From an optimization exercise on the open Yosys and OpenROAD flow, aimed at a short achievable clock period and few clock cycles per item; shortcuts taken in it are not production practice.
Function was checked by simulation only, so behaviour that the tests miss may differ from the original.

### flow/standard.sh
#!/bin/bash
# synth_recipe.tcl (not shown) runs the flow's synth.tcl, then flattens the netlist and writes it again
# the make line also repeats each setting of config.mk as NAME=value (left out here)
make -C /OpenROAD-flow-scripts/flow DESIGN_CONFIG=/design/flow/config.mk WORK_HOME=/design/flow/orfs CLKGATE_MAP_FILE= SYNTH_SCRIPT=/design/flow/synth_recipe.tcl "${@:-finish}"
### flow/flow/run.sh
#!/bin/bash
# Standard ORFS layout, with timing repair aimed well below the clock period.
set -euo pipefail
bash standard.sh finish SETUP_SLACK_MARGIN=9 > standard_flow.log 2>&1
### flow/design.v
`timescale 1ns/1ps
module fp_arithmetic_sequence_generator (
    input wire clk,
    input wire rst_n,
    input wire activate,
    input wire [31:0] a1,
    input wire [31:0] d,
    input wire [31:0] n,
    input wire [31:0] saddr,
    output reg done,
    output reg [31:0] mem_addr,
    output reg [31:0] mem_wdata,
    output reg mem_write,
    input wire mem_ready
);
    reg        busy;      
    reg        pend;      
    reg        tv;        
    reg        pv;        
    reg        nrm;       
    reg [31:0] rem;       
    reg        sd;        
    reg [7:0]  ed;
    reg [23:0] md;
    reg [23:0] X, Y;      
    reg [47:0] W;         
    reg [7:0]  R;         
    reg [7:0]  dR;        
    reg        isB;       
    reg        isA;       
    reg        sX, sY;    
    reg        esub;      
    reg [23:0] rN;        
    reg [7:0]  eN;
    reg        sN;
    reg [31:0] T;         
    reg [31:0] A;         
    reg        wrn;       
    wire       wr = !wrn;
    wire        st = T[31];
    wire [7:0]  et = T[30:23];
    wire [23:0] mt = {1'b1, T[22:0]};
    wire [24:0] sum = {1'b0, X} + {1'b0, Y};
    wire [24:0] dxy = {1'b0, X} - {1'b0, Y};
    wire [23:0] dyx = Y - X;
    wire        bor = dxy[24];                        
    wire [23:0] rb  = bor ? dyx : dxy[23:0];          
    wire kp = !esub & sum[24];
    wire k0 = !esub ? !sum[24] : (!isB & dxy[23]);
    wire km = esub & (isB ? rb[22] : (!dxy[23] & dxy[22]));
    wire kw = esub & (isB ? !rb[22] : (!dxy[23] & !dxy[22]));
    wire [22:0] f_p  = sum[23:1];
    wire [22:0] f_0  = esub ? dxy[22:0] : sum[22:0];
    wire [22:0] f_m  = isB ? {rb[21:0], 1'b0} : {dxy[21:0], 1'b0};
    wire [22:0] fn   = kp ? f_p : k0 ? f_0 : f_m;
    wire [23:0] mn   = {1'b1, fn};
    wire        sgn  = (esub & isB & bor) ? sY : sX;
    wire dR0  = (dR == 8'd0);
    wire dR1  = (dR == 8'd1);
    wire wrap = (kp & (R == 8'hff)) | (km & (R == 8'h00));
    wire [7:0]  Rp1 = R + 8'd1;
    wire [7:0]  Rm1 = R - 8'd1;
    wire [7:0]  en  = kp ? Rp1 : k0 ? R : Rm1;        
    wire        nC  = km & dR0;                       
    wire        nB  = (k0 & dR0) | (km & dR1);
    wire [7:0]  Rn  = nC ? R : en;
    wire [7:0]  dRp = dR + 8'd1;
    wire [7:0]  dRm = ~(~dR + 8'd1);
    wire [7:0]  dRn = kp ? dRp : k0 ? dR : dR0 ? 8'd0 : dRm;
    wire [47:0] Wn  = !isA ? (kp ? {1'b0, md, 23'd0} : {md, 24'd0}) :
                      kp ? {1'b0, W[47:1]} : k0 ? W : {W[46:0], 1'b0};
    wire [8:0]  pdiff = {1'b0, et} - {1'b0, ed};
    wire [8:0]  pndiff = {1'b0, ed} - {1'b0, et};
    wire        pC = pdiff[8];
    wire        pB = (pdiff == 9'd0);
    wire [7:0]  pnd = pndiff[7:0];                    
    wire [47:0] pW = ({md, 24'd0} >> pdiff[4:0]) & {48{pdiff[7:5] == 3'b000}};
    wire [23:0] pYC = (mt >> pnd[4:0]) & {24{pnd[7:5] == 3'b000}};
    reg [4:0] lz;
    integer i;
    always @* begin
        lz = 5'd0;
        for (i = 0; i < 24; i = i + 1)
            if (rN[i]) lz = 5'd23 - i[4:0];
    end
    wire [23:0] nsh = rN << lz;
    wire        nzero = (rN == 24'd0);
    wire [8:0]  eNlz  = {1'b0, eN} - {4'd0, lz};      
    wire outst    = wr | pend;
    wire pend_n   = outst & !mem_ready;
    wire rem_last = wr ? (rem == 32'd1) : (rem == 32'd0);
    wire tfree    = !tv | wr;
    wire fast     = !nrm & pv & tfree;
    wire fast_ok  = fast & !kw;
    wire tv_n     = nrm | fast_ok | (tv & !wr);
    wire wr_n     = busy ? (tv_n & !pend_n & !rem_last) : (activate & (n != 32'd0));
    always @(posedge clk or negedge rst_n) begin
        if (!rst_n) begin
            busy      <= 1'b0;
            pend      <= 1'b0;
            mem_write <= 1'b0;
            wrn       <= 1'b1;
            done      <= 1'b0;
            tv        <= 1'b0;
            pv        <= 1'b0;
            nrm       <= 1'b0;
        end else if (!busy) begin
            pend      <= 1'b0;
            mem_write <= wr_n;
            wrn       <= !wr_n;
            busy      <= activate & (n != 32'd0);
            done      <= activate & (n == 32'd0);
            tv        <= 1'b1;
            pv        <= 1'b0;
            nrm       <= 1'b0;
        end else begin
            pend      <= pend_n;
            mem_write <= wr_n;
            wrn       <= !wr_n;
            done      <= !pend_n & rem_last;
            busy      <= !(!pend_n & rem_last);
            tv        <= tv_n;
            nrm       <= fast & kw;
            pv        <= fast ? (!kw & !wrap) : !nrm;
        end
    end
    wire        A_en = !busy | wr;
    wire [31:0] A_n  = !busy ? saddr : A + 32'd4;
    wire        T_en = !busy | nrm | fast_ok;
    wire [31:0] T_n  = !busy ? a1 :
                       nrm   ? (nzero ? {sN, 31'd0} : {sN, eNlz[7:0], nsh[22:0]}) :
                               {sgn, en, fn};
    always @(posedge clk) begin
        if (A_en) A <= A_n;
        if (T_en) T <= T_n;
    end
    always @(posedge clk or negedge rst_n) begin
        if (!rst_n) begin
            mem_addr  <= 32'd0;
            mem_wdata <= 32'd0;
        end else begin
            if (A_en) mem_addr  <= A_n;
            if (T_en) mem_wdata <= T_n;
        end
    end
    always @(posedge clk) begin
        if (!busy)
            rem <= n;
        else if (wr)
            rem <= rem - 32'd1;
    end
    always @(posedge clk) begin
        if (!busy) begin
            sd <= d[31];
            ed <= d[30:23];
            md <= {1'b1, d[22:0]};
        end
    end
    always @(posedge clk) begin
        rN <= rb;
        eN <= R;
        sN <= sgn;
        if (fast) begin
            X    <= nC ? md : mn;
            Y    <= nC ? {1'b0, mn[23:1]} : Wn[47:24];
            W    <= Wn;
            R    <= Rn;
            dR   <= dRn;
            isB  <= nB;
            isA  <= !nB & !nC;
            sX   <= nC ? sd : sgn;
            sY   <= nC ? sgn : sd;
            esub <= sgn ^ sd;
        end else begin
            X    <= pC ? md : mt;
            Y    <= pC ? pYC : pW[47:24];
            W    <= pW;
            R    <= pC ? ed : et;
            dR   <= pC ? 8'd0 : pdiff[7:0];
            isB  <= pB;
            isA  <= !pB & !pC;
            sX   <= pC ? sd : st;
            sY   <= pC ? st : sd;
            esub <= st ^ sd;
        end
    end
endmodule
### flow/constraint.sdc
create_clock -name core_clock -period 12.0 [get_ports {clk}]
set_input_delay 2.4000 -clock core_clock [delete_from_list [all_inputs] [get_ports {clk}]]
set_output_delay 2.4000 -clock core_clock [all_outputs]
set_load 0.01 [all_outputs]
### flow/config.mk
export PLATFORM = sky130hd
export DESIGN_NAME = fp_arithmetic_sequence_generator
export DESIGN_NICKNAME = fp_arithmetic_sequence_generator
export VERILOG_FILES = /design/flow/design.v
export SDC_FILE = /design/flow/constraint.sdc
export NUM_CORES = 4
export LEC_CHECK = 0
export ABC_CLOCK_PERIOD_IN_PS = 2000
export CAP_MARGIN = 20
export CORE_MARGIN = 2
export CORE_UTILIZATION = 40
export SETUP_SLACK_MARGIN = 5
export SLEW_MARGIN = 20
==> out/metrics.cfg, run 1 <==
[run_status]
status = complete, no violations

[hold_path]
hp-class = flop to flop
min_from = mem_addr[20]

[clock_network]
htreeDepth = 2
cts_tree = done
cts_sinks = 349
cts.clk_slew.worst_paths_ns = 0.06
cts_inserted_buffers = 44
clockBufferDepth = 3
holdBufCountCts = 0
clk_latency_ns = 0.63
cts-root-buf = clkbuf_16

[sta]
hold_violations = 0
rsz0062_at_grt = true
fin_crit_ns = 4.05
finalSetupViolations = 0
slew_headroom = 0.129
final.setup.tns_ns = 0
final_max_slew_viol_count = 0
whs_ns = 0.482
min_period_over_period = 0.337
max_freq_mhz = 247
worst_slack_ns = 7.95
tightest_slew_ns = 1.31
fin_worst_skew_ns = 0.0448

[grt]
grt-ovfl-total = 0
grt_max_degree = 87
antenna_found_initial = 10
first_global_vias = 28900
grt_usage = 0.385
grt_pass1_wl_um = 194000

[routing]
vias = 29900
drc = 0
wire_per_inst_um = 29.7
dr.pass1.iters = 10
ant_nets = 0
viasPerCell = 6.46
detail_route.wirelength_um = 137000
drt_first_iter_violations = 3412

[synthesis]
synthDistinctLibCells = 106
netlist.area_leader.share = 0.192
yosys_warnings = 1
yosys_register_bits = 349
avgSynthCellArea_sq_um = 8.46
syn_inst = 3108
yosys.area.top_type = edfxtp_1
synth_nets = 3345
ys_async_sr_fraction = 0.206
ys.flop_type = edfxtp_1
ys_top_cells_by_area = edfxtp_1, dfxtp_1, dfrtp_1, nand2_1, a21oi_1
netlist_area_sq_mm = 0.0263
synth_edf_count = 168
ys_seq_area_frac = 0.343

[cells_and_area]
area_growth_pct = 56.1
drive_above_1_share = 0.399
fin_util = 0.628
layout.cells.non_filler = 4627
n_fill_cell = 5293
nNetsFinal = 3962
fin_area_sq_mm = 0.0411

[setup_path]
cpMostUsedCell = buf_4
path_buf_inv = 5
critical-path-max-stage-delay_ns = 0.98
path_max_fanout = 4
cp_slowest_cell = a22oi_1
crit_chain = inv_1 -> ha_1 -> fa_2 -> inv_1 -> a21oi_1 -> o21bai_1 -> a21o_1 -> a21oi_1 -> xnor2_2 -> buf_4 -> nor4b_4 -> buf_4 -> buf_4 -> a22oi_1 -> o221ai_2
reg2reg_from = ed[0]
cp-end-kind = flop
critPathTopFamily = compound AO/OA/AOI/OAI gates
worstSetupPathType = flop to flop
cp-startpoint = ed[0]
arrival_ns = 4.49
worst_setup_path_start_kind = flop
required_ns = 12.44

[job]
maxCapViolations = 0

[die]
die-area_sq_mm = 0.0678
rows = 94
fp.dieW_um = 260
io_pins = 198
fp.dieH_um = 260
coreArea_sq_mm = 0.0654
initial_core_util = 0.402

[placement]
numPortBuffers = 197
hpwlAfterDp_um = 86100
place_area_sq_mm = 0.0294
gp_congestion = 0.987
place_ws_ns = 6.58
post-place-cells = 4022

-- tightest hold or removal path, cell delays in order, from the launching register on --
cell and delay (ns):
dfrtp_1 0.35, nand2_1 0.05, nand2_1 0.05
-- final timing paths --
path                                     end  cells past startpoint  slack, ns
min in group asynchronous       mem_addr[16]                      1       1.63
worst max-delay path                    Y[9]                     15       7.95
worst max register to register          Y[9]                     15       7.95
worst min register to register  mem_addr[20]                      2       0.48
max in group asynchronous               busy                      2       9.41
worst min-delay path            mem_addr[20]                      2       0.48
-- logic make-up after synthesis --
logic type / synth area share
AO/OA/AOI/OAI: 0.224
XOR/XNOR: 0.0476
adder cells (fa/ha/maj): 0.0517
buffers and inverters: 0.0509
flip-flops: 0.343
multiplexers: 0.0944
AND/OR/NAND/NOR: 0.188
-- final cells by class --
cell class,instances,area [sq um],area share
multi-input combinational,2441,20800,0.508
sequential,349,9140,0.223
timing repair buffer,742,7690,0.187
clock buffer,60,1280,0.0312
tap,864,1080,0.0263
inverter,142,607,0.0148
clock inverter,22,322,0.00783
timing repair inverter,5,76.3,0.00186
antenna,2,5.00,0.000122
-- sequential cells by signal, indices dropped and copies added, names as in the netlist, 23 cells and up --
signal / flops
A: 32
rem: 32
Y: 24
T: 32
md: 23
W: 48
mem_wdata: 32
rN: 24
mem_addr: 32
X: 23
-- cell usage in the layout (no fill, tap or decap), types with 26 or more instances in the layout --
| cell type | count |
|---|---|
| buf_12 | 47 |
| ha_4 | 29 |
| buf_2 | 39 |
| nand2_1 | 343 |
| a21oi_2 | 39 |
| nor2_1 | 251 |
| a22oi_2 | 39 |
| o22ai_1 | 35 |
| inv_1 | 115 |
| a21oi_4 | 28 |
| o21ai_0 | 97 |
| xnor2_1 | 76 |
| ha_1 | 63 |
| dfxtp_1 | 61 |
| clkdlybuf4s50_1 | 96 |
| nor2b_1 | 30 |
| edfxtp_1 | 168 |
| mux2_2 | 38 |
| mux2i_1 | 89 |
| buf_4 | 327 |
| dfxtp_2 | 33 |
| buf_16 | 29 |
| nor3_1 | 52 |
| buf_6 | 161 |
| o21ai_1 | 67 |
| dfrtp_1 | 63 |
| a21oi_1 | 183 |
| o211ai_1 | 30 |
| nand3_1 | 71 |
| clkbuf_16 | 46 |
| xor2_1 | 35 |
| nand2_4 | 30 |
| mux2_4 | 26 |
| nand2_2 | 27 |
-- routing by layer --
metal  global-route usage  share of wire
met1                0.475           0.36
met2                0.596           0.44
met3                0.106           0.12
met4                0.242          0.083
met5                    0        0.00053
-- cells in the mapped netlist (all sizes together), types with 21 or more instances --
| cell | instances |
|---|---|
| a211oi | 28 |
| a21o | 21 |
| a21oi | 250 |
| a22oi | 47 |
| a31oi | 41 |
| buf | 80 |
| clkbuf | 104 |
| dfrtp | 71 |
| dfxtp | 109 |
| edfxtp | 168 |
| ha | 99 |
| inv | 135 |
| mux2 | 64 |
| mux2i | 119 |
| mux4 | 25 |
| nand2 | 407 |
| nand3 | 89 |
| nand4 | 25 |
| nor2 | 286 |
| nor2b | 35 |
| nor3 | 72 |
| nor4 | 39 |
| o211ai | 32 |
| o21a | 26 |
| o21ai | 195 |
| o221ai | 33 |
| o22ai | 55 |
| xnor2 | 102 |
| xor2 | 41 |
-- what timing repair did --
item,4_1_cts,5_1_grt
pin swaps,291,194
setup endpoints to repair,438,370
cloned,42,0
buffers inserted,360,119
resized for setup,1298,260
Testbench counts, summed over its fixed seeds: cycles 11,554, items 10,866.
==> run 2, diff against run 1 <==
--- a/flow/design.v
+++ b/flow/design.v
@@ -34,6 +34,7 @@
     reg [7:0]  eN;
     reg        sN;
     reg [31:0] T;         
+    reg        tsync;     
     reg [31:0] A;         
     reg        wrn;       
     wire       wr = !wrn;
@@ -104,6 +105,7 @@
             tv        <= 1'b0;
             pv        <= 1'b0;
             nrm       <= 1'b0;
+            tsync     <= 1'b0;
         end else if (!busy) begin
             pend      <= 1'b0;
             mem_write <= wr_n;
@@ -113,6 +115,7 @@
             tv        <= 1'b1;
             pv        <= 1'b0;
             nrm       <= 1'b0;
+            tsync     <= 1'b1;
         end else begin
             pend      <= pend_n;
             mem_write <= wr_n;
@@ -121,27 +124,25 @@
             busy      <= !(!pend_n & rem_last);
             tv        <= tv_n;
             nrm       <= fast & kw;
-            pv        <= fast ? (!kw & !wrap) : !nrm;
+            pv        <= fast ? (!kw & !wrap) : (!nrm & tsync);
+            tsync     <= !fast;
         end
     end
     wire        A_en = !busy | wr;
     wire [31:0] A_n  = !busy ? saddr : A + 32'd4;
-    wire        T_en = !busy | nrm | fast_ok;
-    wire [31:0] T_n  = !busy ? a1 :
-                       nrm   ? (nzero ? {sN, 31'd0} : {sN, eNlz[7:0], nsh[22:0]}) :
-                               {sgn, en, fn};
+    wire        T_en = !busy | nrm | fast;
+    wire [31:0] T_nrm = nzero ? {sN, 31'd0} : {sN, eNlz[7:0], nsh[22:0]};
+    wire [31:0] T_n  = !busy ? a1 : nrm ? T_nrm : {sgn, en, fn};
     always @(posedge clk) begin
         if (A_en) A <= A_n;
-        if (T_en) T <= T_n;
+        if (T_en) mem_wdata <= T_n;
+        T <= !busy ? a1 : nrm ? T_nrm : mem_wdata;
     end
     always @(posedge clk or negedge rst_n) begin
-        if (!rst_n) begin
-            mem_addr  <= 32'd0;
-            mem_wdata <= 32'd0;
-        end else begin
-            if (A_en) mem_addr  <= A_n;
-            if (T_en) mem_wdata <= T_n;
-        end
+        if (!rst_n)
+            mem_addr <= 32'd0;
+        else if (A_en)
+            mem_addr <= A_n;
     end
     always @(posedge clk) begin
         if (!busy)
--- a/flow/config.mk
+++ b/flow/config.mk
@@ -6,8 +6,8 @@
 export NUM_CORES = 4
 export LEC_CHECK = 0
 export ABC_CLOCK_PERIOD_IN_PS = 2000
-export CAP_MARGIN = 20
+export CAP_MARGIN = 50
 export CORE_MARGIN = 2
 export CORE_UTILIZATION = 40
 export SETUP_SLACK_MARGIN = 5
-export SLEW_MARGIN = 20
+export SLEW_MARGIN = 50
==> run 2 against run 1 <==
  * Clock skew up 0.0088 ns
  * Still clean
  * Fmax fell by 5.2%
  * First-iteration DRC count rose by 24%
  * Flip-flop and latch count is 1 higher
==> out/metrics.cfg, run 2 <==
[grt]
grt_usage = 0.341  ; was 0.385
grt_max_degree = 74  ; was 87
first_global_vias = 27600  ; was 28.9k
grt_pass1_wl_um = 174000  ; was 194000 um
antenna_found_initial = 5  ; was 10
grt-ovfl-total = 0  ; unchanged

[cells_and_area]
layout.cells.non_filler = 4537  ; was 4627
regMostFlops = W  ; unchanged
fin_util = 0.602  ; was 0.628
largest_register_ff_count = 48  ; unchanged
final_common_cell = nand2_1  ; unchanged
drive_above_1_share = 0.355  ; was 0.399
area_growth_pct = 49.1  ; was 56.1%
n_fill_cell = 5230  ; was 5293
layout_common_cells = nand2_1, buf_4, nor2_1  ; unchanged
fin_area_sq_mm = 0.0387  ; was 0.0411 sq mm
nNetsFinal = 3880  ; was 3962

[synthesis]
netlist.area_leader.share = 0.194  ; was 0.192
synth_nets = 3343  ; was 3345
ys.flop_type = edfxtp_1  ; unchanged
syn_inst = 3106  ; was 3108
netlist_area_sq_mm = 0.0259  ; was 0.0263 sq mm
ys_seq_area_frac = 0.343  ; about the same
synth_edf_count = 168  ; unchanged
yosys_warnings = 1  ; unchanged
ys_top_cells_by_area = edfxtp_1, dfxtp_1, nand2_1, a21oi_1, mux2i_1  ; was edfxtp_1, dfxtp_1, dfrtp_1, nand2_1, a21oi_1
synthDistinctLibCells = 109  ; was 106
yosys_register_bits = 350  ; was 349
yosys.area.top_type = edfxtp_1  ; unchanged
synth_most_common_cell = nand2_1  ; unchanged
synth_commonest_cells = nand2_1, nor2_1, a21oi_1, edfxtp_1, inv_1  ; was nand2_1, nor2_1, a21oi_1, o21ai_0, edfxtp_1
avgSynthCellArea_sq_um = 8.35  ; was 8.46 sq um
ys_async_sr_fraction = 0.117  ; was 0.206

[setup_path]
cpMostUsedCell = a211oi_4  ; was buf_4
path_buf_inv = 3  ; was 5
worstSetupPathType = flop to flop  ; unchanged
cp-end-kind = flop  ; unchanged
arrival_ns = 4.70  ; was 4.49 ns
worst_setup_path_start_kind = flop  ; unchanged
path_max_fanout = 5  ; was 4
critical-path-max-stage-delay_ns = 0.54  ; was 0.98 ns
cp_slowest_cell = o221ai_2  ; was a22oi_1
crit_chain = inv_2 -> ha_4 -> fa_2 -> and2b_2 -> o2111ai_4 -> a311o_1 -> a21o_4 -> a211oi_4 -> a211oi_4 -> or3_4 -> a211oi_4 -> buf_12 -> o21ai_4 -> clkbuf_16 -> o221ai_2  ; was inv_1 -> ha_1 -> fa_2 -> inv_1 -> a21oi_1 -> o21bai_1 -> a21o_1 -> a21oi_1 -> xnor2_2 -> buf_4 -> nor4b_4 -> buf_4 -> buf_4 -> a22oi_1 -> o221ai_2
required_ns = 12.43  ; was 12.44 ns
critPathTopFamily = compound AO/OA/AOI/OAI gates  ; unchanged

[sta]
max_freq_mhz = 234  ; was 247 MHz
finalSetupViolations = 0  ; unchanged
tightest_slew_ns = 1.13  ; was 1.31 ns
fin_worst_skew_ns = 0.0536  ; was 0.0448 ns
hold_violations = 0  ; unchanged
fin_crit_ns = 4.27  ; was 4.05 ns
rsz0062_at_grt = true  ; unchanged
worst_slack_ns = 7.73  ; was 7.95 ns
whs_ns = 0.438  ; was 0.482 ns
slew_headroom = 0.244  ; was 0.129
min_period_over_period = 0.356  ; was 0.337
final.setup.tns_ns = 0  ; unchanged
final_max_slew_viol_count = 0  ; unchanged

[clock_network]
cts.clk_slew.worst_paths_ns = 0.07  ; was 0.06 ns
clockBufferDepth = 3  ; unchanged
cts-root-buf = clkbuf_16  ; unchanged
cts_tree = done  ; unchanged
clk_latency_ns = 0.61  ; was 0.63 ns
cts_inserted_buffers = 43  ; was 44
htreeDepth = 2  ; unchanged
holdBufCountCts = 0  ; unchanged
cts_sinks = 350  ; was 349

[die]
coreArea_sq_mm = 0.0642  ; was 0.0654 sq mm
io_pins = 198  ; unchanged
fp.dieW_um = 259  ; was 260 um
rows = 93  ; was 94
initial_core_util = 0.404  ; was 0.402
die-area_sq_mm = 0.0669  ; was 0.0678 sq mm
fp.dieH_um = 259  ; was 260 um

[routing]
dr.pass1.iters = 7  ; was 10
viasPerCell = 6.47  ; was 6.46
drc = 0  ; unchanged
vias = 29400  ; was 29.9k
drt_first_iter_violations = 4220  ; was 3412
detail_route.wirelength_um = 126000  ; was 137000 um
ant_nets = 0  ; unchanged
wire_per_inst_um = 27.7  ; was 29.7 um

[placement]
gp_congestion = 1.02  ; was 0.987
place_area_sq_mm = 0.0290  ; was 0.0294 sq mm
place_ws_ns = 7.37  ; was 6.58 ns
post-place-cells = 3997  ; was 4022
hpwlAfterDp_um = 77700  ; was 86100 um
numPortBuffers = 197  ; unchanged

[run_status]
status = complete, no violations  ; unchanged

[job]
maxCapViolations = 0  ; unchanged

[hold_path]
hp-class = flop to flop  ; unchanged

run 2: cell type report:
cell class / instances / area (sq um) / area share
diodes: 4 / 10.0 / 0.000259
clock buffers: 60 / 1220 / 0.0316
clock inverters: 20 / 201 / 0.00521
inverters: 165 / 709 / 0.0183
multi-input cells: 2400 / 19600 / 0.508
flip-flops and latches: 350 / 8980 / 0.232
well taps: 855 / 1070 / 0.0277
repair buffers: 681 / 6820 / 0.176
repair inverters: 2 / 22.5 / 0.000582
run 2: worst paths after layout:
| check | startpoint | end | slack, ns | depth (start not counted) |
|---|---|---|---|---|
| min in group asynchronous | rst_n | mem_addr[28] | 1.91 | 2 |
| hold reg to reg | R[6] | eN[6] | 0.44 | 0 |
| setup reg to reg | Y[0] | X[12] | 7.73 | 15 |
| setup / recovery | Y[0] | X[12] | 7.73 | 15 |
| hold / removal | R[6] | eN[6] | 0.44 | 0 |
| max in group asynchronous | rst_n | busy | 9.61 | 2 |
run 2: worst reg2reg max path, cell delays in order, from the launching register on:
cell and delay (ns):
dfxtp_4 0.36, inv_2 0.05, ha_4 0.16, fa_2 0.35
and2b_2 0.27, o2111ai_4 0.13, a311o_1 0.37, a21o_4 0.27
a211oi_4 0.36, a211oi_4 0.11, or3_4 0.40, a211oi_4 0.27
buf_12 0.17, o21ai_4 0.09, clkbuf_16 0.21, o221ai_2 0.54
run 2: kinds of logic after synthesis:
family / count (synthesis) / synth area share
xor gates and xnor gates: 145 / 0.0492
buffers and inverters: 364 / 0.0578
and+or+nand+nor: 1062 / 0.184
AOI/OAI and AO/OA: 905 / 0.235
muxes: 175 / 0.0782
adders and majority gates: 105 / 0.0524
DFF: 350 / 0.343
run 2: what timing repair did:
action,CTS,global route
resized for setup,942,371
pin swaps,229,190
setup buffers,293,127
endpoints found under the hold margin,0,0
setup endpoints to repair,313,294
gates cloned,29,7
run 2: layer usage:
layer  part of all wire  global-route usage
met4              0.087               0.231
met1               0.36               0.427
met5            0.00059                   0
met3               0.12              0.0889
met2               0.43               0.516
Testbench counts of run 2, summed over its fixed seeds: cycles 11,554, items 10,866.
==> run 3, diff against run 2 <==
--- a/flow/config.mk
+++ b/flow/config.mk
@@ -6,8 +6,8 @@
 export NUM_CORES = 4
 export LEC_CHECK = 0
 export ABC_CLOCK_PERIOD_IN_PS = 2000
-export CAP_MARGIN = 50
+export CAP_MARGIN = 20
 export CORE_MARGIN = 2
 export CORE_UTILIZATION = 40
 export SETUP_SLACK_MARGIN = 5
-export SLEW_MARGIN = 50
+export SLEW_MARGIN = 20
==> run 3 against run 2 <==
  * Hold slack improved by 0.013 ns
  * Critical path depth increased by 3
  * Register-to-register slack better by 0.44 ns
  * Design area down 1.5%
  * Setup slack better by 0.44 ns
  * Non-clock buffer count shrank 36
  * Fmax rose by 11%
  * Clock-buffer cell count did not move
  * Area after synthesis unchanged
  * Utilization fell by 0.88 points
  * Critical endpoint is now Y[14]
  * Largest cell class unchanged
  * Highest routed layer unchanged
==> out/metrics.cfg, run 3 <==
[run_status]
status = complete, no violations  ; unchanged

[synthesis]
synth_nets = 3343  ; unchanged
synth_edf_count = 168  ; unchanged
yosys_register_bits = 350  ; unchanged
ys_async_sr_fraction = 0.117  ; unchanged
synth_compound_area_frac = 0.235  ; unchanged
netlist.area_leader.share = 0.194  ; unchanged
avgSynthCellArea_sq_um = 8.35  ; unchanged
yosys.area_share.simple = 0.184  ; unchanged
yosys.area.top_type = edfxtp_1  ; unchanged
synth_commonest_cells = nand2_1, nor2_1, a21oi_1, edfxtp_1, inv_1  ; unchanged
synth_fa_ha_area_frac = 0.0524  ; unchanged
synthDistinctLibCells = 109  ; unchanged
ys_seq_area_frac = 0.343  ; unchanged
syn_inst = 3106  ; unchanged
ys_top_cells_by_area = edfxtp_1, dfxtp_1, nand2_1, a21oi_1, mux2i_1  ; unchanged
synth_mux_area_frac = 0.0782  ; unchanged
synth-xor-area-share = 0.0492  ; unchanged
synth_top_family_by_area = compound AO/OA/AOI/OAI gates  ; unchanged
ys.flop_type = edfxtp_1  ; unchanged
yosys_warnings = 1  ; unchanged
synth_most_common_cell = nand2_1  ; unchanged
netlist_area_sq_mm = 0.0259  ; unchanged

[sta]
slew_headroom = 0.167  ; was 0.244
hold_violations = 0  ; unchanged
max_freq_mhz = 261  ; was 234 MHz
tightest_slew_ns = 1.24  ; was 1.13 ns
fin_crit_ns = 3.83  ; was 4.27 ns
fin_worst_skew_ns = 0.0435  ; was 0.0536 ns
whs_ns = 0.451  ; was 0.438 ns
rsz0062_at_grt = true  ; unchanged
min_period_over_period = 0.319  ; was 0.356
final.setup.tns_ns = 0  ; unchanged
final_max_slew_viol_count = 0  ; unchanged
finalSetupViolations = 0  ; unchanged

[die]
coreArea_sq_mm = 0.0642  ; unchanged
initial_core_util = 0.404  ; unchanged
fp.dieH_um = 259  ; unchanged
io_pins = 198  ; unchanged
die-area_sq_mm = 0.0669  ; unchanged
rows = 93  ; unchanged
fp.dieW_um = 259  ; unchanged

[grt]
grt-ovfl-total = 0  ; unchanged
grt_pass1_wl_um = 171000  ; was 174000 um
antenna_found_initial = 5  ; unchanged
grt_usage = 0.335  ; was 0.341
grt_max_degree = 74  ; unchanged
first_global_vias = 26800  ; was 27.6k

[setup_path]
crit_chain = buf_6 -> buf_6 -> buf_6 -> ha_4 -> fa_2 -> nor2b_2 -> o31a_1 -> o21ai_2 -> and3_4 -> nor2_4 -> a211oi_4 -> buf_4 -> nor3_4 -> o211ai_4 -> buf_8 -> buf_6 -> mux2i_1 -> o21ai_2  ; was inv_2 -> ha_4 -> fa_2 -> and2b_2 -> o2111ai_4 -> a311o_1 -> a21o_4 -> a211oi_4 -> a211oi_4 -> or3_4 -> a211oi_4 -> buf_12 -> o21ai_4 -> clkbuf_16 -> o221ai_2
worst_setup_path_start_kind = flop  ; unchanged
ff2ff_path_depth = 18  ; was 15
worstSetupPathType = flop to flop  ; unchanged
cp_slowest_cell = a211oi_4  ; was o221ai_2
path_buf_inv = 6  ; was 3
critical-path-max-stage-delay_ns = 0.41  ; was 0.54 ns
crit_cells = 18  ; was 15
arrival_ns = 4.29  ; was 4.70 ns
path_max_fanout = 8  ; was 5
cp-end-kind = flop  ; unchanged
cpMostUsedCell = buf_6  ; was a211oi_4
critPathTopFamily = compound AO/OA/AOI/OAI gates  ; unchanged
required_ns = 12.46  ; was 12.43 ns

[clock_network]
cts_sinks = 350  ; unchanged
cts_inserted_buffers = 43  ; unchanged
cts.clk_slew.worst_paths_ns = 0.07  ; about the same
clk_latency_ns = 0.61  ; about the same
htreeDepth = 2  ; unchanged
cts_tree = done  ; unchanged
cts-root-buf = clkbuf_16  ; unchanged
clockBufferDepth = 3  ; unchanged

[routing]
detail_route.wirelength_um = 120000  ; was 126000 um
dr.pass1.iters = 14  ; was 7
ant_nets = 0  ; unchanged
drt_first_iter_violations = 4091  ; was 4220
wire_per_inst_um = 26.7  ; was 27.7 um
viasPerCell = 6.37  ; was 6.47
vias = 28700  ; was 29.4k
drc = 0  ; unchanged

[job]
maxCapViolations = 0  ; unchanged

[hold_path]
hold_depth = 0  ; unchanged
hp-class = flop to flop  ; unchanged

[cells_and_area]
layout_common_cells = nand2_1, buf_4, nor2_1  ; unchanged
fin_util = 0.593  ; was 0.602
regMostFlops = W  ; unchanged
area_growth_pct = 46.9  ; was 49.1%
nNetsFinal = 3847  ; was 3880
drive_above_1_share = 0.339  ; was 0.355
layout.cells.non_filler = 4501  ; was 4537
largest_register_ff_count = 48  ; unchanged
final_common_cell = nand2_1  ; unchanged

[placement]
gp_congestion = 1.02  ; unchanged
hpwlAfterDp_um = 77700  ; about the same
numPortBuffers = 197  ; unchanged
post-place-cells = 3996  ; was 3997

run 3: cell count changes in the layout (fill, tap and decap cells not counted), moves of 8 or more:
| cell | previous run | this run |
|---|---|---|
| a21oi_1 | 212 | 221 |
| buf_4 | 309 | 285 |
| nand2_4 | 14 | 22 |
| nor3_2 | 16 | 8 |
| dfxtp_2 | 24 | 15 |
| o221ai_4 | 11 | 2 |
| nand2_1 | 347 | 339 |
run 3: path summary, 6_finish.rpt:
path	endpoint	startpoint	slack, ns
worst min-delay path	eN[6]	R[6]	0.45
max in group asynchronous	busy	rst_n	9.63
worst max register to register	Y[14]	Y[0]	8.17
worst min register to register	eN[6]	R[6]	0.45
worst max-delay path	Y[14]	Y[0]	8.17
min in group asynchronous	mem_addr[28]	rst_n	1.88
run 3: logic make-up after synthesis:
logic type / after synthesis
simple gates: 1062
compound gates: 905
buf+inv: 364
flops: 350
mux: 175
xor+xnor: 145
fa+ha+maj: 105
run 3: repair_timing:
action | in CTS | in global routing
setup endpoints to repair | 398 | 300
pin swaps | 225 | 154
gates resized for setup | 1035 | 269
gates cloned | 27 | 9
hold buffers | 0 | 0
setup buffers | 281 | 107
run 3: routing by layer:
metal  vias to the layer above  global-route usage  wire, um
met4                         8               0.202      9610
met1                     13700               0.430     45300
li1                      12300                   -         -
met2                      2012               0.514     51900
met5                         -                   0        52
met3                       617              0.0763     13100
run 3: final cells by class:
type                       instances  area, sq um
antenna                            1         2.50
clock buffer                      60         1290
multi-input combinational       2401        19400
timing repair buffer             645         6420
sequential                       350         8970
clock inverter                    20          256
fill                            5353        26100
tap                              855         1070
timing repair inverter             4         38.8
inverter                         165          706
run 3: per-stage QoR:
stage                     instance area, sq um  setup WS (ns)
after floorplan                          26500           8.75
after global placement                   28800           7.42
after detailed placement                 28900           7.33
after CTS                                36000           8.24
after global routing                     38100           8.11
final                                    38100           8.17
run 3: worst reg2reg max path: cells and delay by family, from the launching register on:
| kind | cells | cell delay (ns) |
|---|---|---|
| flip-flops | 1 | 0.35 |
| buffers and inverters | 6 | 0.79 |
| multiplexers | 1 | 0.27 |
| AND/OR/NAND/NOR | 4 | 0.45 |
| adder cells (fa/ha/maj) | 2 | 0.37 |
| AO/OA/AOI/OAI | 5 | 1.48 |
==> run 4, diff against run 3 <==
--- a/flow/design.v
+++ b/flow/design.v
@@ -33,6 +33,7 @@
     reg [23:0] rN;        
     reg [7:0]  eN;
     reg        sN;
+    reg [31:0] H;         
     reg [31:0] T;         
     reg        tsync;     
     reg [31:0] A;         
@@ -48,14 +49,14 @@
     wire [23:0] rb  = bor ? dyx : dxy[23:0];          
     wire kp = !esub & sum[24];
     wire k0 = !esub ? !sum[24] : (!isB & dxy[23]);
-    wire km = esub & (isB ? rb[22] : (!dxy[23] & dxy[22]));
-    wire kw = esub & (isB ? !rb[22] : (!dxy[23] & !dxy[22]));
+    wire km = esub & !isB & !dxy[23] & dxy[22];
+    wire kw = esub & (isB | (!dxy[23] & !dxy[22]));
     wire [22:0] f_p  = sum[23:1];
     wire [22:0] f_0  = esub ? dxy[22:0] : sum[22:0];
-    wire [22:0] f_m  = isB ? {rb[21:0], 1'b0} : {dxy[21:0], 1'b0};
+    wire [22:0] f_m  = {dxy[21:0], 1'b0};
     wire [22:0] fn   = kp ? f_p : k0 ? f_0 : f_m;
     wire [23:0] mn   = {1'b1, fn};
-    wire        sgn  = (esub & isB & bor) ? sY : sX;
+    wire        sgn  = sX;
     wire dR0  = (dR == 8'd0);
     wire dR1  = (dR == 8'd1);
     wire wrap = (kp & (R == 8'hff)) | (km & (R == 8'h00));
@@ -135,14 +136,17 @@
     wire [31:0] T_n  = !busy ? a1 : nrm ? T_nrm : {sgn, en, fn};
     always @(posedge clk) begin
         if (A_en) A <= A_n;
-        if (T_en) mem_wdata <= T_n;
-        T <= !busy ? a1 : nrm ? T_nrm : mem_wdata;
+        if (T_en) H <= T_n;
+        T <= !busy ? a1 : nrm ? T_nrm : H;
     end
     always @(posedge clk or negedge rst_n) begin
-        if (!rst_n)
-            mem_addr <= 32'd0;
-        else if (A_en)
-            mem_addr <= A_n;
+        if (!rst_n) begin
+            mem_addr  <= 32'd0;
+            mem_wdata <= 32'd0;
+        end else begin
+            if (A_en) mem_addr  <= A_n;
+            if (T_en) mem_wdata <= T_n;
+        end
     end
     always @(posedge clk) begin
         if (!busy)
@@ -151,16 +155,14 @@
             rem <= rem - 32'd1;
     end
     always @(posedge clk) begin
-        if (!busy) begin
-            sd <= d[31];
-            ed <= d[30:23];
-            md <= {1'b1, d[22:0]};
-        end
+        sd <= d[31];
+        ed <= d[30:23];
+        md <= {1'b1, d[22:0]};
     end
     always @(posedge clk) begin
-        rN <= rb;
+        rN <= isB ? rb : dxy[23:0];
         eN <= R;
-        sN <= sgn;
+        sN <= (isB & bor) ? sY : sX;
         if (fast) begin
             X    <= nC ? md : mn;
             Y    <= nC ? {1'b0, mn[23:1]} : Wn[47:24];
==> run 4 against run 3 <==
  * Clock-buffer cell count down 2
  * Critical path depth is 4 lower
  * Non-clock buffer count fell by 4
  * Wire length shrank 0.87%
  * Fmax rose by 2.7%
  * Largest cell class unchanged
  * Highest routed layer unchanged
==> out/metrics.cfg, run 4 <==
[placement]
gp_congestion = 0.996  ; was 1.02
hpwlAfterDp_um = 76400  ; was 77700 um
post-place-cells = 3921  ; was 3996
numPortBuffers = 197  ; unchanged
place_area_sq_mm = 0.0291  ; was 0.0289 sq mm

[cells_and_area]
area_growth_pct = 52.3  ; was 46.9%
seq_area_sq_mm = 0.00947  ; was 0.00897 sq mm
regMostFlops = W  ; unchanged
final_common_cell = nand2_1  ; unchanged
fin_area_sq_mm = 0.0393  ; was 0.0381 sq mm
n_fill_cell = 5157  ; was 5353
largest_register_ff_count = 48  ; unchanged
layout.cells.non_filler = 4430  ; was 4501
drive_above_1_share = 0.372  ; was 0.339
nNetsFinal = 3769  ; was 3847
layout_common_cells = nand2_1, nor2_1, buf_4  ; was nand2_1, buf_4, nor2_1
multiInputGateArea_sq_mm = 0.0196  ; was 0.0194 sq mm

[sta]
hold_violations = 0  ; unchanged
tightest_slew_ns = 0.936  ; was 1.24 ns
fin_crit_ns = 3.73  ; was 3.83 ns
rsz0062_at_grt = true  ; unchanged
fin_worst_skew_ns = 0.0265  ; was 0.0435 ns
finalSetupViolations = 0  ; unchanged
whs_ns = 0.397  ; was 0.451 ns
final_max_slew_viol_count = 0  ; unchanged
min_period_over_period = 0.311  ; was 0.319
slew_headroom = 0.375  ; was 0.167
final.setup.tns_ns = 0  ; unchanged
max_freq_mhz = 268  ; was 261 MHz

[synthesis]
netlist_area_sq_mm = 0.0258  ; was 0.0259 sq mm
netlist.area_leader.share = 0.159  ; was 0.194
synth_most_common_cell = nand2_1  ; unchanged
yosys_register_bits = 382  ; was 350
synth_edf_count = 137  ; was 168
synth_nets = 3252  ; was 3343
synth_commonest_cells = nand2_1, nor2_1, a21oi_1, dfxtp_1, o21ai_0  ; was nand2_1, nor2_1, a21oi_1, edfxtp_1, inv_1
ys_async_sr_fraction = 0.191  ; was 0.117
ys_top_cells_by_area = edfxtp_1, dfxtp_1, dfrtp_1, nand2_1, ha_1  ; was edfxtp_1, dfxtp_1, nand2_1, a21oi_1, mux2i_1
ys.flop_type = dfxtp_1  ; was edfxtp_1
synthDistinctLibCells = 105  ; was 109
yosys_warnings = 1  ; unchanged
ys_seq_area_frac = 0.364  ; was 0.343
syn_inst = 3015  ; was 3106
yosys.area.top_type = edfxtp_1  ; unchanged
avgSynthCellArea_sq_um = 8.56  ; was 8.35 sq um

[setup_path]
reg2reg_slack_ns = 8.27  ; was 8.17 ns
critPathTopFamily = compound AO/OA/AOI/OAI gates  ; unchanged
arrival_ns = 4.22  ; was 4.29 ns
worst_setup_path_start_kind = flop  ; unchanged
required_ns = 12.49  ; was 12.46 ns
crit_chain = ha_4 -> inv_2 -> fa_2 -> nor2_4 -> o311a_4 -> o221ai_4 -> or3_4 -> a21oi_4 -> o21ai_4 -> buf_12 -> buf_16 -> o21ai_1 -> o21bai_4 -> mux2_4  ; was buf_6 -> buf_6 -> buf_6 -> ha_4 -> fa_2 -> nor2b_2 -> o31a_1 -> o21ai_2 -> and3_4 -> nor2_4 -> a211oi_4 -> buf_4 -> nor3_4 -> o211ai_4 -> buf_8 -> buf_6 -> mux2i_1 -> o21ai_2
cp-startpoint = X[0]  ; was Y[0]
reg2reg_from = X[0]  ; was Y[0]
path_max_fanout = 21  ; was 8
path_buf_inv = 3  ; was 6
cp_slowest_cell = o21ai_1  ; was a211oi_4
reg2reg_to = mem_wdata[19]  ; was Y[14]
cp-end-kind = flop  ; unchanged
worstSetupPathType = flop to flop  ; unchanged
critical-path-max-stage-delay_ns = 0.51  ; was 0.41 ns
ff2ff_path_depth = 14  ; was 18

[clock_network]
cts_tree = done  ; unchanged
cts.clk_slew.worst_paths_ns = 0.07  ; about the same
cts-root-buf = clkbuf_16  ; unchanged
cts_sinks = 382  ; was 350
clk_latency_ns = 0.62  ; was 0.61 ns
holdBufCountCts = 0  ; unchanged
cts_inserted_buffers = 44  ; was 43
clockBufferDepth = 3  ; unchanged
htreeDepth = 2  ; unchanged

[hold_path]
min_from = R[7]  ; was R[6]
min_to = eN[7]  ; was eN[6]
hold_depth = 0  ; unchanged
hp-class = flop to flop  ; unchanged

[grt]
first_global_vias = 26300  ; was 26.8k
grt_usage = 0.333  ; was 0.335
grt_pass1_wl_um = 169000  ; was 171000 um
antenna_found_initial = 7  ; was 5
grt-ovfl-total = 0  ; unchanged
grt_max_degree = 82  ; was 74

[die]
initial_core_util = 0.403  ; was 0.404
die-area_sq_mm = 0.0666  ; was 0.0669 sq mm
fp.dieW_um = 258  ; was 259 um
rows = 93  ; unchanged
coreArea_sq_mm = 0.0641  ; was 0.0642 sq mm
io_pins = 198  ; unchanged
fp.dieH_um = 258  ; was 259 um

[routing]
vias = 28000  ; was 28.7k
detail_route.wirelength_um = 119000  ; was 120000 um
viasPerCell = 6.31  ; was 6.37
drt_first_iter_violations = 3064  ; was 4091
dr.pass1.iters = 8  ; was 14
wire_per_inst_um = 26.9  ; was 26.7 um
drc = 0  ; unchanged
ant_nets = 0  ; unchanged

[job]
maxCapViolations = 0  ; unchanged

[run_status]
status = complete, no violations  ; unchanged

==> run 4: cell count changes in the layout (fill, tap and decap cells not counted), sizes merged, moves of 22 or more <==
cell,change
o22ai,+22
edfxtp,-31
inv,-32
nand3,-32
nand2,-53
o21ai,+32
dfrtp,+32
dfxtp,+31
==> run 4: layout make-up <==
class,count,share of cell area
inverter,134,0.0148
clock inverter,24,0.00799
tap,855,0.0272
clock buffer,58,0.0314
antenna,7,0.000445
timing repair inverter,7,0.00200
sequential,382,0.241
timing repair buffer,641,0.177
multi-input combinational,2322,0.498
==> run 4: kinds of logic after synthesis <==
| family | after synthesis | synth area share |
|---|---|---|
| DFF | 382 | 0.364 |
| AOI/OAI and AO/OA | 915 | 0.239 |
| and+or+nand+nor | 978 | 0.170 |
| muxes | 172 | 0.0757 |
| adders and majority gates | 105 | 0.0526 |
| xor gates and xnor gates | 146 | 0.0495 |
| buffers and inverters | 317 | 0.0497 |
==> run 4: worst max-delay path by stage <==
| stage | end | cells past startpoint |
|---|---|---|
| 5_1_grt | W[23] | 18 |
| 4_1_cts | Y[10] | 16 |
| 3_3_place_gp | Y[10] | 13 |
| 6_report | mem_wdata[19] | 14 |
| 2_1_floorplan | Y[5] | 14 |
| 3_5_place_dp | Y[10] | 13 |
==> run 4: through the flow <==
| stage | utilization | setup slack [ns] |
|---|---|---|
| 2_1_floorplan | - | 8.60 |
| 3_3_place_gp | 0.454 | 6.95 |
| 3_5_place_dp | 0.454 | 6.87 |
| 4_1_cts | 0.576 | 8.38 |
| 5_1_grt | 0.613 | 8.25 |
| 6_report | 0.613 | 8.27 |
==> run 4: timing repair <==
action	4_1_cts	5_1_grt
resized for setup	1073	331
gates cloned	37	4
pin swaps	222	201
setup buffers	248	131
endpoints found under the hold margin	0	0
endpoints found under the setup margin	462	355
==> run 4: per-layer routing <==
layer	vias up	part of all wire	GRT usage	routed length (um)
met1	13500	0.39	0.437	46200
met5	-	0.00011	0	13
met4	2	0.061	0.163	7310
met3	487	0.11	0.0792	12800
li1	12100	-	-	-
met2	1889	0.44	0.515	52600
Testbench counts of run 4, summed over its fixed seeds: cycles 11,560, items 10,866.
==> run 5, diff against run 4 <==
--- a/flow/design.v
+++ b/flow/design.v
@@ -137,15 +137,14 @@
     always @(posedge clk) begin
         if (A_en) A <= A_n;
         if (T_en) H <= T_n;
+        mem_wdata <= T_en ? T_n : H;
         T <= !busy ? a1 : nrm ? T_nrm : H;
     end
     always @(posedge clk or negedge rst_n) begin
         if (!rst_n) begin
             mem_addr  <= 32'd0;
-            mem_wdata <= 32'd0;
         end else begin
             if (A_en) mem_addr  <= A_n;
-            if (T_en) mem_wdata <= T_n;
         end
     end
     always @(posedge clk) begin
==> run 5 against run 4 <==
  * Global-route usage rose by 1.4 points
  * Setup slack got worse by 0.085 ns
  * Flip-flop and latch count is 32 lower
  * Utilization decreased by 1.3 points
  * Register-to-register slack worse by 0.09 ns
  * Critical endpoint is now Y[5]
==> out/metrics.cfg, run 5 <==
[run_status]
status = complete, no violations  ; unchanged

[die]
coreArea_sq_mm = 0.0631  ; was 0.0641 sq mm
fp.dieH_um = 256  ; was 258 um
rows = 92  ; was 93
initial_core_util = 0.404  ; was 0.403
die-area_sq_mm = 0.0658  ; was 0.0666 sq mm
fp.dieW_um = 256  ; was 258 um
io_pins = 198  ; unchanged

[clock_network]
htreeDepth = 2  ; unchanged
cts_inserted_buffers = 43  ; was 44
clockBufferDepth = 3  ; unchanged
cts-root-buf = clkbuf_16  ; unchanged
cts.clk_slew.worst_paths_ns = 0.06  ; was 0.07 ns
clk_latency_ns = 0.61  ; was 0.62 ns
cts_tree = done  ; unchanged
cts_sinks = 350  ; was 382

[synthesis]
ys.flop_type = dfxtp_1  ; unchanged
ys_async_sr_fraction = 0.117  ; was 0.191
ys_top_cells_by_area = edfxtp_1, dfxtp_1, nand2_1, ha_1, mux2i_1  ; was edfxtp_1, dfxtp_1, dfrtp_1, nand2_1, ha_1
yosys_warnings = 1  ; unchanged
netlist_area_sq_mm = 0.0255  ; was 0.0258 sq mm
syn_inst = 2991  ; was 3015
ys_seq_area_frac = 0.337  ; was 0.364
yosys_register_bits = 350  ; was 382
synth_edf_count = 137  ; unchanged
synth_nets = 3228  ; was 3252
avgSynthCellArea_sq_um = 8.53  ; was 8.56 sq um
yosys.area.top_type = edfxtp_1  ; unchanged
netlist.area_leader.share = 0.161  ; was 0.159
synthDistinctLibCells = 99  ; was 105
synth_most_common_cell = nand2_1  ; unchanged
synth_commonest_cells = nand2_1, nor2_1, a21oi_1, dfxtp_1, inv_1  ; was nand2_1, nor2_1, a21oi_1, dfxtp_1, o21ai_0

[routing]
drc = 0  ; unchanged
drt_first_iter_violations = 3377  ; was 3064
vias = 28400  ; was 28.0k
wire_per_inst_um = 28.0  ; was 26.9 um
dr.pass1.iters = 9  ; was 8
viasPerCell = 6.43  ; was 6.31
detail_route.wirelength_um = 123000  ; was 119000 um
ant_nets = 0  ; unchanged

[placement]
numPortBuffers = 197  ; unchanged
hpwlAfterDp_um = 80300  ; was 76400 um
place_ws_ns = 7.35  ; was 6.87 ns
gp_congestion = 1.01  ; was 0.996

[setup_path]
crit_chain = ha_4 -> inv_2 -> fa_2 -> o21ba_4 -> nor4_4 -> o41a_4 -> nand4bb_4 -> a2111oi_4 -> buf_6 -> nor2_4 -> buf_12 -> buf_16 -> mux4_2 -> a221o_1  ; was ha_4 -> inv_2 -> fa_2 -> nor2_4 -> o311a_4 -> o221ai_4 -> or3_4 -> a21oi_4 -> o21ai_4 -> buf_12 -> buf_16 -> o21ai_1 -> o21bai_4 -> mux2_4
required_ns = 12.46  ; was 12.49 ns
critPathTopFamily = compound AO/OA/AOI/OAI gates  ; unchanged
cp-end-kind = flop  ; unchanged
worstSetupPathType = flop to flop  ; unchanged
critical-path-max-stage-delay_ns = 0.47  ; was 0.51 ns
cp_slowest_cell = mux4_2  ; was o21ai_1
worst_setup_path_start_kind = flop  ; unchanged
path_max_fanout = 5  ; was 21
path_buf_inv = 4  ; was 3
arrival_ns = 4.28  ; was 4.22 ns

[cells_and_area]
fin_util = 0.600  ; was 0.613
multiInputGateArea_sq_mm = 0.0194  ; was 0.0196 sq mm
area_growth_pct = 48.5  ; was 52.3%
final_common_cell = nand2_1  ; unchanged
nNetsFinal = 3763  ; was 3769
regMostFlops = W  ; unchanged
n_fill_cell = 5272  ; was 5157
drive_above_1_share = 0.356  ; was 0.372
seq_area_sq_mm = 0.00868  ; was 0.00947 sq mm
largest_register_ff_count = 48  ; unchanged
layout_common_cells = nand2_1, buf_4, nor2_1  ; was nand2_1, nor2_1, buf_4

[sta]
max_freq_mhz = 262  ; was 268 MHz
fin_crit_ns = 3.82  ; was 3.73 ns
rsz0062_at_grt = true  ; unchanged
final_max_slew_viol_count = 0  ; unchanged
slew_headroom = 0.216  ; was 0.375
worst_slack_ns = 8.18  ; was 8.27 ns
finalSetupViolations = 0  ; unchanged
min_period_over_period = 0.318  ; was 0.311
tightest_slew_ns = 1.17  ; was 0.936 ns
fin_worst_skew_ns = 0.0323  ; was 0.0265 ns
hold_violations = 0  ; unchanged
final.setup.tns_ns = 0  ; unchanged

[job]
maxCapViolations = 0  ; unchanged

[grt]
grt_pass1_wl_um = 174000  ; was 169000 um
grt_usage = 0.347  ; was 0.333
grt-ovfl-total = 0  ; unchanged
antenna_found_initial = 9  ; was 7
first_global_vias = 26600  ; was 26.3k
grt_max_degree = 84  ; was 82

[hold_path]
hp-class = flop to flop  ; unchanged

run 5: area by class of cell:
class / instances / area share
multi-input cells: 2310 / 0.511
flip-flops and latches: 350 / 0.229
repair buffers: 660 / 0.172
clock buffers: 63 / 0.0325
well taps: 846 / 0.0279
inverters: 154 / 0.0172
clock inverters: 17 / 0.00747
repair inverters: 7 / 0.00225
diodes: 7 / 0.000462
run 5: worst reg2reg max path, stage by stage (launching register included):
cell and delay (ns):
dfxtp_4 0.37, ha_4 0.14, inv_2 0.04, fa_2 0.36
o21ba_4 0.25, nor4_4 0.24, o41a_4 0.23, nand4bb_4 0.22
a2111oi_4 0.38, buf_6 0.23, nor2_4 0.10, buf_12 0.15
buf_16 0.14, mux4_2 0.47, a221o_1 0.35
run 5: per-stage QoR:
step,cells,instance area [sq um],hold WS (ns)
6_report,4414,37900,0.467
5_1_grt,4412,37900,0.496
4_1_cts,4269,35400,0.454
3_5_place_dp,3887,28600,0.434
3_3_place_gp,3887,28600,0.428
2_1_floorplan,2991,26100,0.346
run 5: repair_timing:
item	CTS	global route
gates resized for setup	984	329
hold buffers	0	0
buffers inserted	274	133
endpoints found under the setup margin	386	305
cloned	28	5
endpoints found under the hold margin	0	0
pin swaps	233	175
run 5: path summary, 6_finish.rpt:
kind	slack, ns	cells past startpoint	to	from
worst max register to register	8.18	14	Y[5]	X[0]
min in group asynchronous	1.81	1	mem_addr[11]	rst_n
worst max-delay path	8.18	14	Y[5]	X[0]
worst min register to register	0.47	2	sN	sY
worst min-delay path	0.47	2	sN	sY
max in group asynchronous	9.75	1	busy	rst_n
run 5: kinds of logic (layout without fill, tap and decap cells):
group | count (synthesis) | count (layout) | share of synthesized area
simple gates | 971 | 979 | 0.177
compound gates | 883 | 883 | 0.236
flops | 350 | 350 | 0.337
buf+inv | 339 | 901 | 0.0526
mux | 204 | 204 | 0.0959
xor+xnor | 139 | 139 | 0.0477
fa+ha+maj | 105 | 105 | 0.0533
other cells | 0 | 7 | 0
run 5: metal layers:
metal  wire length, um  track usage  part of all wire  up-vias
li1                  -            -                 -    12200
met1             47100        0.444              0.38    13700
met2             53600        0.529              0.43     1899
met3             13200       0.0788              0.11      550
met4              9590        0.224             0.078        6
met5                41            0           0.00033        -
Testbench counts of run 5, summed over its fixed seeds: cycles 11,560, items 10,866.
==> run 6, diff against run 5 <==
--- a/flow/design.v
+++ b/flow/design.v
@@ -33,7 +33,6 @@
     reg [23:0] rN;        
     reg [7:0]  eN;
     reg        sN;
-    reg [31:0] H;         
     reg [31:0] T;         
     reg        tsync;     
     reg [31:0] A;         
@@ -42,19 +41,13 @@
     wire        st = T[31];
     wire [7:0]  et = T[30:23];
     wire [23:0] mt = {1'b1, T[22:0]};
-    wire [24:0] sum = {1'b0, X} + {1'b0, Y};
-    wire [24:0] dxy = {1'b0, X} - {1'b0, Y};
-    wire [23:0] dyx = Y - X;
-    wire        bor = dxy[24];                        
-    wire [23:0] rb  = bor ? dyx : dxy[23:0];          
-    wire kp = !esub & sum[24];
-    wire k0 = !esub ? !sum[24] : (!isB & dxy[23]);
-    wire km = esub & !isB & !dxy[23] & dxy[22];
-    wire kw = esub & (isB | (!dxy[23] & !dxy[22]));
-    wire [22:0] f_p  = sum[23:1];
-    wire [22:0] f_0  = esub ? dxy[22:0] : sum[22:0];
-    wire [22:0] f_m  = {dxy[21:0], 1'b0};
-    wire [22:0] fn   = kp ? f_p : k0 ? f_0 : f_m;
+    wire [24:0] r   = {1'b0, X} + {1'b0, Y ^ {24{esub}}} + {24'd0, esub};
+    wire        bor = !r[24];                         
+    wire kp = !esub & r[24];
+    wire k0 = esub ? r[23] : !r[24];
+    wire km = esub & !r[23] & r[22];
+    wire kw = esub & !r[23] & !r[22];
+    wire [22:0] fn   = kp ? r[23:1] : k0 ? r[22:0] : {r[21:0], 1'b0};
     wire [23:0] mn   = {1'b1, fn};
     wire        sgn  = sX;
     wire dR0  = (dR == 8'd0);
@@ -92,7 +85,9 @@
     wire pend_n   = outst & !mem_ready;
     wire rem_last = wr ? (rem == 32'd1) : (rem == 32'd0);
     wire tfree    = !tv | wr;
-    wire fast     = !nrm & pv & tfree;
+    wire bsub     = isB & esub;
+    wire fast     = !nrm & pv & tfree & !bsub;
+    wire swap     = !nrm & pv & bsub;
     wire fast_ok  = fast & !kw;
     wire tv_n     = nrm | fast_ok | (tv & !wr);
     wire wr_n     = busy ? (tv_n & !pend_n & !rem_last) : (activate & (n != 32'd0));
@@ -125,7 +120,7 @@
             busy      <= !(!pend_n & rem_last);
             tv        <= tv_n;
             nrm       <= fast & kw;
-            pv        <= fast ? (!kw & !wrap) : (!nrm & tsync);
+            pv        <= fast ? (!kw & !wrap) : swap | (!nrm & tsync);
             tsync     <= !fast;
         end
     end
@@ -136,16 +131,14 @@
     wire [31:0] T_n  = !busy ? a1 : nrm ? T_nrm : {sgn, en, fn};
     always @(posedge clk) begin
         if (A_en) A <= A_n;
-        if (T_en) H <= T_n;
-        mem_wdata <= T_en ? T_n : H;
-        T <= !busy ? a1 : nrm ? T_nrm : H;
+        if (T_en) mem_wdata <= T_n;
+        T <= !busy ? a1 : nrm ? T_nrm : mem_wdata;
     end
     always @(posedge clk or negedge rst_n) begin
-        if (!rst_n) begin
-            mem_addr  <= 32'd0;
-        end else begin
-            if (A_en) mem_addr  <= A_n;
-        end
+        if (!rst_n)
+            mem_addr <= 32'd0;
+        else if (A_en)
+            mem_addr <= A_n;
     end
     always @(posedge clk) begin
         if (!busy)
@@ -159,9 +152,9 @@
         md <= {1'b1, d[22:0]};
     end
     always @(posedge clk) begin
-        rN <= isB ? rb : dxy[23:0];
+        rN <= r[23:0];
         eN <= R;
-        sN <= (isB & bor) ? sY : sX;
+        sN <= sgn;
         if (fast) begin
             X    <= nC ? md : mn;
             Y    <= nC ? {1'b0, mn[23:1]} : Wn[47:24];
@@ -173,6 +166,17 @@
             sX   <= nC ? sd : sgn;
             sY   <= nC ? sgn : sd;
             esub <= sgn ^ sd;
+        end else if (swap) begin
+            X    <= bor ? Y : X;
+            Y    <= bor ? X : Y;
+            sX   <= bor ? sY : sX;
+            sY   <= bor ? sX : sY;
+            isB  <= 1'b0;
+            isA  <= 1'b0;
+            esub <= 1'b1;
+            R    <= ed;
+            dR   <= 8'd0;
+            W    <= pW;
         end else begin
             X    <= pC ? md : mt;
             Y    <= pC ? pYC : pW[47:24];
==> run 6 against run 5 <==
  * Still clean on timing, DRC and antenna
  * Die area shrank 9.5%
  * First-iteration DRC count shrank 17%
  * Utilization shrank 1.9 points
  * Clock skew shrank 0.0067 ns
  * Design area shrank 13%
  * Area after synthesis shrank 9.6%
  * Hold slack is essentially flat
  * Wire length shrank 18%
  * Register-to-register slack lost 0.21 ns
  * Critical endpoint is now X[17]
  * Largest cell class unchanged
==> out/metrics.cfg, run 6 <==
[run_status]
status = complete, no violations  ; unchanged

[die]
io_pins = 198  ; unchanged
rows = 87  ; was 92
coreArea_sq_mm = 0.0567  ; was 0.0631 sq mm
fp.dieW_um = 244  ; was 256 um

[grt]
grt-ovfl-total = 0  ; unchanged
use_met3 = 0.0656  ; was 0.0788
grt_usage = 0.323  ; was 0.347
met2_usage = 0.504  ; was 0.529
grt_most_used_layer = met2  ; unchanged

[synthesis]
avgSynthCellArea_sq_um = 8.77  ; was 8.53 sq um
ys.flop_type = edfxtp_1  ; was dfxtp_1
yosys_register_bits = 351  ; was 350
yosys_warnings = 1  ; unchanged

[cells_and_area]
layout_common_cells = nand2_1, nor2_1, buf_4  ; was nand2_1, buf_4, nor2_1
drive_above_1_share = 0.313  ; was 0.356
area_growth_pct = 43.0  ; was 48.5%
final_common_cell = nand2_1  ; unchanged

[routing]
wire_per_inst_um = 26.4  ; was 28.0 um
dr.pass1.iters = 8  ; was 9
ant_nets = 0  ; unchanged
vias = 24300  ; was 28.4k
detail_route.wirelength_um = 101000  ; was 123000 um

[sta]
rsz0062_at_grt = true  ; unchanged
min_period_over_period = 0.336  ; was 0.318
max_freq_mhz = 248  ; was 262 MHz
worst_slack_ns = 7.97  ; was 8.18 ns
fin_crit_ns = 4.03  ; was 3.82 ns
tightest_slew_ns = 1.13  ; was 1.17 ns

[setup_path]
worstSetupPathType = flop to flop  ; unchanged
required_ns = 12.30  ; was 12.46 ns
path_max_fanout = 7  ; was 5

[clock_network]
cts_tree = done  ; unchanged
cts_sinks = 351  ; was 350
clockBufferDepth = 3  ; unchanged
cts_inserted_buffers = 42  ; was 43
htreeDepth = 2  ; unchanged
holdBufCountCts = 0  ; unchanged
cts.clk_slew.worst_paths_ns = 0.06  ; about the same

[placement]
hpwlAfterDp_um = 63600  ; was 80300 um
gp_congestion = 0.943  ; was 1.01

[run 6: cell count changes after synthesis, moves of 37 or more]
cell / delta
o21ai_0: +38
ha_1: -46
edfxtp_1: +49
dfxtp_1: -48
a21oi_1: -37
inv_1: -73
[run 6: final cells by class]
cell class                      instances  area [sq um]
Tap cell                              756           946
Fill cell                            4815         23700
Inverter                               74           317
Sequential cell                       351          9140
Antenna cell                            2          5.00
Clock buffer                           56          1260
Multi-Input combinational cell       2055         15700
Clock inverter                         22           148
Timing Repair Buffer                  514          5460
[run 6: kinds of logic after synthesis]
group / synth area share
adder cells (fa/ha/maj): 0.0322
XOR/XNOR: 0.0471
AO/OA/AOI/OAI: 0.234
buffers and inverters: 0.0422
flip-flops: 0.395
AND/OR/NAND/NOR: 0.177
multiplexers: 0.0721
[run 6: path summary, 6_finish.rpt]
check                             start           end  slack [ns]  cells past startpoint
max                                esub         X[17]        7.97                     16
min                        mem_addr[19]  mem_addr[19]        0.47                      2
max reg2reg                        esub         X[17]        7.97                     16
min reg2reg                mem_addr[19]  mem_addr[19]        0.47                      2
max in group asynchronous         rst_n          busy        9.60                      2
min in group asynchronous         rst_n          done        1.92                      2
[run 6: routing by layer]
metal | wire length (um) | vias to the layer above | share of wire
met3 | 10800 | 405 | 0.11
met2 | 45100 | 1510 | 0.45
li1 | - | 10700 | -
met5 | 0 | - | 0
met1 | 38600 | 11700 | 0.38
met4 | 6560 | 0 | 0.065
[run 6: through the flow]
step           hold slack [ns]  cells   util  area, sq um
2_1_floorplan            0.346   2628      -        23900
3_3_place_gp             0.453   3450  0.463        26300
3_5_place_dp             0.453   3450  0.463        26300
4_1_cts                  0.468   3744  0.558        31600
5_1_grt                  0.489   3828  0.581        33000
6_report                 0.467   3830  0.581        33000
[run 6: worst max-delay path, delay by kind of cell (launching register included)]
family,cells,cell delay (ns)
DFF,1,0.41
adders and majority gates,1,0.38
buffers and inverters,5,0.92
xor gates and xnor gates,1,0.22
AOI/OAI and AO/OA,6,1.11
and+or+nand+nor,2,0.42
muxes,1,0.28
[run 6: timing repair]
action,in CTS,in global routing
buffers inserted,174,83
gates cloned,42,1
endpoints found under the setup margin,448,349
pin swaps,159,121
resized for setup,766,237
Testbench counts of run 6, summed over its fixed seeds: cycles 11,571, items 10,866.

[separate check: timing with driven ports]
The results above use ideal ports. As a check the final layouts listed here were re-extracted and re-timed, cells and wires unchanged. Step 1 assumes that a clkbuf_16 drives the clock port and a buf_2 every other input. Step 2 times the ports against the registers' clock, not the clock port: input delays grow and output delays shrink by t, the midpoint of the rising clock arrivals with the driver on. Three values: ideal, step 1, step 2; two values: the first two.
run	t (ns)	setup WS [ns]	worst setup path after step 2	slew at the worst register clock pin (ns)
run 1	0.670	7.952 / 7.952 / 7.952	register to register	0.07 / 0.07
run 2	0.650	7.729 / 7.729 / 7.729	register to register	0.07 / 0.07
run 3	0.658	8.167 / 8.167 / 8.167	register to register	0.07 / 0.07
run 4	0.666	8.268 / 8.268 / 8.154	input to register	0.07 / 0.07
run 5	0.657	8.183 / 8.183 / 8.134	input to register	0.07 / 0.07
run 6	0.627	7.974 / 7.974 / 7.974	register to register	0.07 / 0.07
After both steps setup and hold are still met in every run listed. For run 4, which loses most, drivers alone change the setup slack by 0.000 ns; drivers and shift together by -0.114 ns.
